This design comes from an exercise in tuning for a short achievable clock period and few clock cycles on the open sky130 flow, not from production work.
The RTL was checked by simulation tests, not by an equivalence proof against the original design.
Power and IR drop assume default switching activity.

==> 11-24 <==
==> flow/design.v (excerpt) <==
module cpu(
    input clk,
    input rst,
    input [31:0] i_IM_inst,
    input [31:0] i_DM_DI,
    output logic [31:0] o_IM_addr,
    output logic        o_DM_CS,
    output logic [3:0]  o_DM_WEB,
    output logic [31:0] o_DM_addr,
    output logic [31:0] o_DM_DI
);
export LEC_CHECK = 0
export ABC_CLOCK_PERIOD_IN_PS = 3000
export CAP_MARGIN = 20
export CELL_PAD_IN_SITES_GLOBAL_PLACEMENT = 2
export CORE_MARGIN = 2
export CORE_UTILIZATION = 30
export PLACE_DENSITY = 0.5
export SLEW_MARGIN = 20
create_clock -name core_clock -period 11.0 [get_ports {clk}]
standard.sh (not shown) runs the stock make flow with config.mk's settings and CLKGATE_MAP_FILE= SYNTH_SCRIPT=/design/flow/synth_recipe.tcl, a recipe that flattens the netlist after the stock synthesis.
==> flow/flow/run.sh <==
#!/bin/bash
# The standard layout (standard synthesis, clock and constraints), with
# timing repair asked to leave 7.7 ns of setup slack at the design's period,
# and plain buffers (buf_4) rather than delay cells on the ports.
bash standard.sh SETUP_SLACK_MARGIN=7.7 "BUFFER_PORTS_ARGS=-buffer_cell sky130_fd_sc_hd__buf_4" finish > flow.log 2>&1
==> 12-22 (differences from 11-24) <==
--- a/flow/design.v
+++ b/flow/design.v
@@ -43,36 +43,30 @@
     logic        stall, redirect, m_redir, kill, e_go;
     logic [31:2] redirect_pc, m_jtgt;
     logic [31:2] pc_f, pc_o;
     assign o_IM_addr = {pc_o, 2'b00};
     logic              btb_v   [NB];
     logic [1:0]        btb_ctr [NB];
-    logic              btb_pt  [NB];       
-    logic [3:0]        btb_cur [NB];       
-    logic [3:0]        btb_trip[NB];       
-    logic              btb_conf[NB];       
     logic [31:2+BI]    btb_tag [NB];
     logic [31:2]       btb_tgt [NB];
     logic [NB-1:0] f_sel;
-    logic          f_hit, f_pred, f_pt;
+    logic          f_hit, f_pred;
     logic [1:0]    f_ctr;
     logic [31:2]   f_tgt, f_inc, f_next;
     always_comb begin
         f_hit = 1'b0;
         f_ctr = 2'b00;
-        f_pt  = 1'b0;
         f_tgt = '0;
         for (int i = 0; i < NB; i++) begin
             f_sel[i] = btb_v[i] && pc_f[2+BI-1:2] == i[BI-1:0] && btb_tag[i] == pc_f[31:2+BI];
             f_hit    = f_hit | f_sel[i];
             f_ctr    = f_ctr | ({2{f_sel[i]}} & btb_ctr[i]);
-            f_pt     = f_pt | (f_sel[i] && btb_pt[i]);
             f_tgt    = f_tgt | ({30{f_sel[i]}} & btb_tgt[i]);
         end
     end
-    assign f_pred = f_pt;
+    assign f_pred = f_hit && f_ctr[1];
     ks_add #(30) f_add (.a(pc_f), .b(30'd0), .cin(1'b1), .s(f_inc), .cout());
     assign f_next = f_pred ? f_tgt : f_inc;
     logic        i_valid, i_pred, i_hit, i_use_skid;
     logic [1:0]  i_ctr;
     logic [31:2] i_pc, i_ptgt;
     logic [31:0] i_inst, i_skid;
@@ -227,12 +221,13 @@
     end
     always_ff @(posedge clk, posedge rst) begin
         if (rst)       rf_ok <= '0;
         else if (x_wr) rf_ok[x_rd] <= 1'b1;
     end
     logic [31:0] res, m_res, w_res;
+    logic        w_ld;
     assign stall = d_valid && ((d_use1 && ((d_sm1 && e_is_ld) || (d_sw1 && m_ld)))
                             || (d_use2 && ((d_sm2 && e_is_ld) || (d_sw2 && m_ld))));
     logic        d_sr1, d_sr2;
     logic [31:0] d_rf1, d_rf2, d_fw1, d_fw2, d_opb;
     always_comb begin
         d_rf1 = 32'd0;
@@ -371,57 +366,25 @@
         u_taken <= taken || e_is_jalr;
         u_jalr  <= e_is_jalr;
         u_ctr   <= e_ctr;
         u_pc    <= e_pc;
         u_tgt   <= e_is_jalr ? sum[31:2] : e_tgt;
     end
-    logic [1:0] u_ctr_n;
-    logic [3:0] u_cur, u_trip, u_cur_n, u_trip_n;
-    logic       u_conf, u_conf_n;
-    always_comb begin
-        u_cur  = btb_cur[u_idx];
-        u_trip = btb_trip[u_idx];
-        u_conf = btb_conf[u_idx];
-        if (u_taken)
-            u_ctr_n = (u_ctr == 2'b11) ? 2'b11 : u_ctr + 2'd1;
-        else
-            u_ctr_n = (u_ctr == 2'b00) ? 2'b00 : u_ctr - 2'd1;
-        if (u_taken) begin
-            u_cur_n  = (u_cur == 4'd15) ? 4'd15 : u_cur + 4'd1;
-            u_trip_n = u_trip;
-            u_conf_n = u_conf;
-        end else begin
-            u_cur_n  = 4'd0;
-            u_trip_n = u_cur;
-            u_conf_n = u_cur == u_trip && u_cur != 4'd15;
-        end
-    end
     always_ff @(posedge clk, posedge rst) begin
         if (rst) begin
             for (int i = 0; i < NB; i++) begin
-                btb_v[i]    <= 1'b0;
-                btb_ctr[i]  <= 2'b00;
-                btb_pt[i]   <= 1'b0;
-                btb_cur[i]  <= 4'd0;
-                btb_trip[i] <= 4'd0;
-                btb_conf[i] <= 1'b0;
+                btb_v[i]   <= 1'b0;
+                btb_ctr[i] <= 2'b00;
             end
         end else if (u_go) begin
             if (u_hit) begin
-                btb_ctr[u_idx]  <= u_ctr_n;
-                btb_cur[u_idx]  <= u_cur_n;
-                btb_trip[u_idx] <= u_trip_n;
-                btb_conf[u_idx] <= u_conf_n;
-                btb_pt[u_idx]   <= u_ctr_n[1] && !(u_conf_n && u_cur_n == u_trip_n);
+                if (u_taken && u_ctr != 2'b11)       btb_ctr[u_idx] <= u_ctr + 2'd1;
+                else if (!u_taken && u_ctr != 2'b00) btb_ctr[u_idx] <= u_ctr - 2'd1;
             end else if (u_taken) begin
-                btb_v[u_idx]    <= 1'b1;
-                btb_ctr[u_idx]  <= 2'b10;
-                btb_cur[u_idx]  <= 4'd1;
-                btb_trip[u_idx] <= 4'd0;
-                btb_conf[u_idx] <= 1'b0;
-                btb_pt[u_idx]   <= 1'b1;
+                btb_v[u_idx]   <= 1'b1;
+                btb_ctr[u_idx] <= 2'b10;
             end
         end
     end
     always_ff @(posedge clk) begin
         if (u_go && ((!u_hit && u_taken) || u_jalr)) begin
             btb_tag[u_idx] <= u_pc[31:2+BI];
@@ -458,57 +421,37 @@
         m_rd      <= e_rd;
         m_res     <= res;
         m_f3      <= e_f3;
         o_DM_DI   <= e_sdata;
         o_DM_addr <= sum;
     end
-    logic       m_isb, m_ish, m_isw, m_sx;
-    logic [1:0] m_a;
-    logic [3:0] w_b0, w_sg;
-    logic [1:0] w_b1;
-    logic       w_b1sg, w_hw, w_hsg, w_nl;
-    assign m_isb = m_f3[1:0] == 2'b00;
-    assign m_ish = m_f3[1:0] == 2'b01;
-    assign m_isw = !m_isb && !m_ish;
-    assign m_sx  = !m_f3[2];
-    assign m_a   = m_res[1:0];
-    always_ff @(posedge clk) begin
-        w_nl    <= !m_ld;
-        w_b0[0] <= m_ld && (m_isw || (m_isb && m_a == 2'd0) || (m_ish && !m_a[1]));
-        w_b0[1] <= m_ld && m_isb && m_a == 2'd1;
-        w_b0[2] <= m_ld && ((m_isb && m_a == 2'd2) || (m_ish && m_a[1]));
-        w_b0[3] <= m_ld && m_isb && m_a == 2'd3;
-        w_b1[0] <= m_ld && (m_isw || (m_ish && !m_a[1]));
-        w_b1[1] <= m_ld && m_ish && m_a[1];
-        w_b1sg  <= m_ld && m_isb && m_sx;
-        w_hw    <= m_ld && m_isw;
-        w_hsg   <= m_ld && !m_isw && m_sx;
-        w_sg[0] <= m_isb && m_a == 2'd0;
-        w_sg[1] <= (m_isb && m_a == 2'd1) || (m_ish && !m_a[1]);
-        w_sg[2] <= m_isb && m_a == 2'd2;
-        w_sg[3] <= (m_isb && m_a == 2'd3) || (m_ish && m_a[1]);
-    end
+    logic [2:0] w_f3;
     always_ff @(posedge clk, posedge rst) begin
         if (rst) begin
             w_wr <= 1'b0;
             x_wr <= 1'b0;
         end else begin
             w_wr <= m_wr;
             x_wr <= w_wr;
         end
     end
     always_ff @(posedge clk) begin
+        w_ld  <= m_ld;
         w_rd  <= m_rd;
         w_res <= m_res;
+        w_f3  <= m_f3;
         x_rd  <= w_rd;
         x_res <= wb_data;
     end
-    logic       sg;
-    assign sg = (w_sg[0] & i_DM_DI[7]) | (w_sg[1] & i_DM_DI[15]) | (w_sg[2] & i_DM_DI[23]) | (w_sg[3] & i_DM_DI[31]);
-    assign wb_data[7:0]   = ({8{w_b0[0]}} & i_DM_DI[7:0]) | ({8{w_b0[1]}} & i_DM_DI[15:8])
-                          | ({8{w_b0[2]}} & i_DM_DI[23:16]) | ({8{w_b0[3]}} & i_DM_DI[31:24])
-                          | ({8{w_nl}} & w_res[7:0]);
-    assign wb_data[15:8]  = ({8{w_b1[0]}} & i_DM_DI[15:8]) | ({8{w_b1[1]}} & i_DM_DI[31:24])
-                          | ({8{w_b1sg && sg}}) | ({8{w_nl}} & w_res[15:8]);
-    assign wb_data[31:16] = ({16{w_hw}} & i_DM_DI[31:16]) | ({16{w_hsg && sg}})
-                          | ({16{w_nl}} & w_res[31:16]);
+    logic [31:0] ld_sh, ld_val;
+    assign ld_sh = i_DM_DI >> {w_res[1:0], 3'b000};
+    always_comb begin
+        case (w_f3)
+            3'b000:  ld_val = {{24{ld_sh[7]}}, ld_sh[7:0]};
+            3'b001:  ld_val = {{16{ld_sh[15]}}, ld_sh[15:0]};
+            3'b100:  ld_val = {24'd0, ld_sh[7:0]};
+            3'b101:  ld_val = {16'd0, ld_sh[15:0]};
+            default: ld_val = i_DM_DI;
+        endcase
+    end
+    assign wb_data = w_ld ? ld_val : w_res;
 endmodule
==> flow/config.mk (replaced) <==
export PLATFORM = sky130hd
export DESIGN_NAME = cpu
export DESIGN_NICKNAME = cpu
export VERILOG_FILES = /design/flow/design.v
export SDC_FILE = /design/flow/constraint.sdc
export NUM_CORES = 4
export LEC_CHECK = 0
export ABC_CLOCK_PERIOD_IN_PS = 2000
export CAP_MARGIN = 20
export CELL_PAD_IN_SITES_GLOBAL_PLACEMENT = 2
export CORE_MARGIN = 2
export CORE_UTILIZATION = 30
export PLACE_DENSITY = 0.5
export SLEW_MARGIN = 20
==> 09-26 (differences from 11-24) <==
--- a/flow/design.v
+++ b/flow/design.v
@@ -109,19 +109,19 @@
             i_oh1[i] = i_rs1 == i[4:0];
             i_oh2[i] = i_rs2 == i[4:0];
         end
     end
     logic        d_sm1, d_sw1, d_sx1, d_sy1, d_sm2, d_sw2, d_sx2, d_sy2;
     logic [31:1] d_oh1, d_oh2;
-    always_ff @(posedge clk) begin
+    always_ff @(posedge clk, posedge rst) begin
         if (rst)           pc_f <= '0;
         else if (m_redir)  pc_f <= m_jtgt;
         else if (redirect) pc_f <= redirect_pc;
         else if (!stall)   pc_f <= f_next;
     end
-    always_ff @(posedge clk, posedge rst) begin
+    always_ff @(posedge clk) begin
         if (rst)           pc_o <= '0;
         else if (m_redir)  pc_o <= m_jtgt;
         else if (redirect) pc_o <= redirect_pc;
         else if (!stall)   pc_o <= f_next;
     end
     always_ff @(posedge clk, posedge rst) begin
@@ -304,14 +304,16 @@
     assign redirect_pc = e_is_jalr ? sum[31:2] : e_pred ? e_pc4 : e_tgt;
     always_ff @(posedge clk, posedge rst) begin
         if (rst) m_jchk <= 1'b0;
         else     m_jchk <= e_go && e_is_jalr && e_pred;
     end
     always_ff @(posedge clk) begin
-        m_jtgt <= sum[31:2];
-        m_ptgt <= e_ptgt;
+        if (e_is_jalr) begin
+            m_jtgt <= sum[31:2];
+            m_ptgt <= e_ptgt;
+        end
     end
     always_ff @(posedge clk, posedge rst) begin
         if (rst) e_valid <= 1'b0;
         else     e_valid <= d_valid && !stall && !kill;
     end
     always_ff @(posedge clk) begin
==> qor summary <==
quantity	11-24	09-26	12-22
Worst vdd ir	0.112 mV	0.151 mV	0.132 mV
Y dimension of the die	603 µm	609 µm	593 µm
Number of setup buffers added after CTS	315	263	407
Fraction of area in multi-input gates	30.5%	30.7%	30.5%
Flop2flop setup slack	7.17 ns	7.29 ns	7.26 ns
Routed met1 length	251,000 µm	246,000 µm	239,000 µm
Type of element capturing the critical path	flop	flop	output port
Status	finished clean	finished clean	finished clean
Flip-flop and latch share of the layout cell area	50.4%	50.3%	48.6%
Number of gates resized after CTS	1,159	1,274	1,458
Net count, final	9,243	9,286	9,242
Number of rows created at floorplan	219	222	216
Combined area of the multi-input logic cells	41,500 µm²	42,500 µm²	41,700 µm²
Logic depth of the worst register-to-register path	15	13	12
Worst reg2reg startpoint	e_b[1]	e_b[0]	e_b[0]
Sequential share of the synthesized area	63.4%	63.2%	63.3%
Cell area after layout	136,000 µm²	139,000 µm²	137,000 µm²
Seq pwr share	47.1%	42.8%	47.3%
Clock network fraction of design power	46.9%	37.8%	45.9%
Max stage delay cell, worst path	sky130_fd_sc_hd__or3_4	sky130_fd_sc_hd__mux4_2	sky130_fd_sc_hd__dfrtp_2
Number of inserted filler cells in the final layout	34,000	34,900	32,800
Post-DR vias/cell	6.01	6.07	6.05
Worst path depth	15	13	1
Wire length on met3	52,200 µm	56,500 µm	49,000 µm
Testbench counts of 11-24, summed over its fixed seeds: cycles 323,908.
Testbench counts of 12-22, summed over its fixed seeds: cycles 327,403.
Testbench counts of 09-26, summed over its fixed seeds: cycles 323,908.

-- what the ideal ports hide --
The flow's constraints put no driver on any port. The routed layouts listed below were extracted and timed again, unchanged, in two steps. Step 1, drivers: a clkbuf_16 drives clk and a buf_2 each remaining input, both assumed. Step 2 adds t to the input delays and takes it off the output delays; t is the mean of the earliest and latest rising clock arrival at the registers after step 1. Input paths then give back, and output paths get back, about the clock's delay inside the block. a / b / c = ideal / step 1 / step 2; a / b = the first two.
run | shift t [ns] | setup WS [ns] | hold WS [ns] | worst setup path after step 2
11-24 | 1.014 | 7.170 / 7.107 / 6.462 | 0.307 / 0.307 / 0.307 | input to register
12-22 | 1.032 | 7.217 / 7.091 / 6.474 | 0.325 / 0.325 / 0.325 | input to register
09-26 | 1.018 | 7.287 / 7.218 / 6.540 | 0.327 / 0.327 / 0.327 | input to register
After both steps every run listed still meets setup and hold. The setup slack of 09-26, which loses most, moves by -0.069 ns with the drivers and by -0.747 ns with both steps.
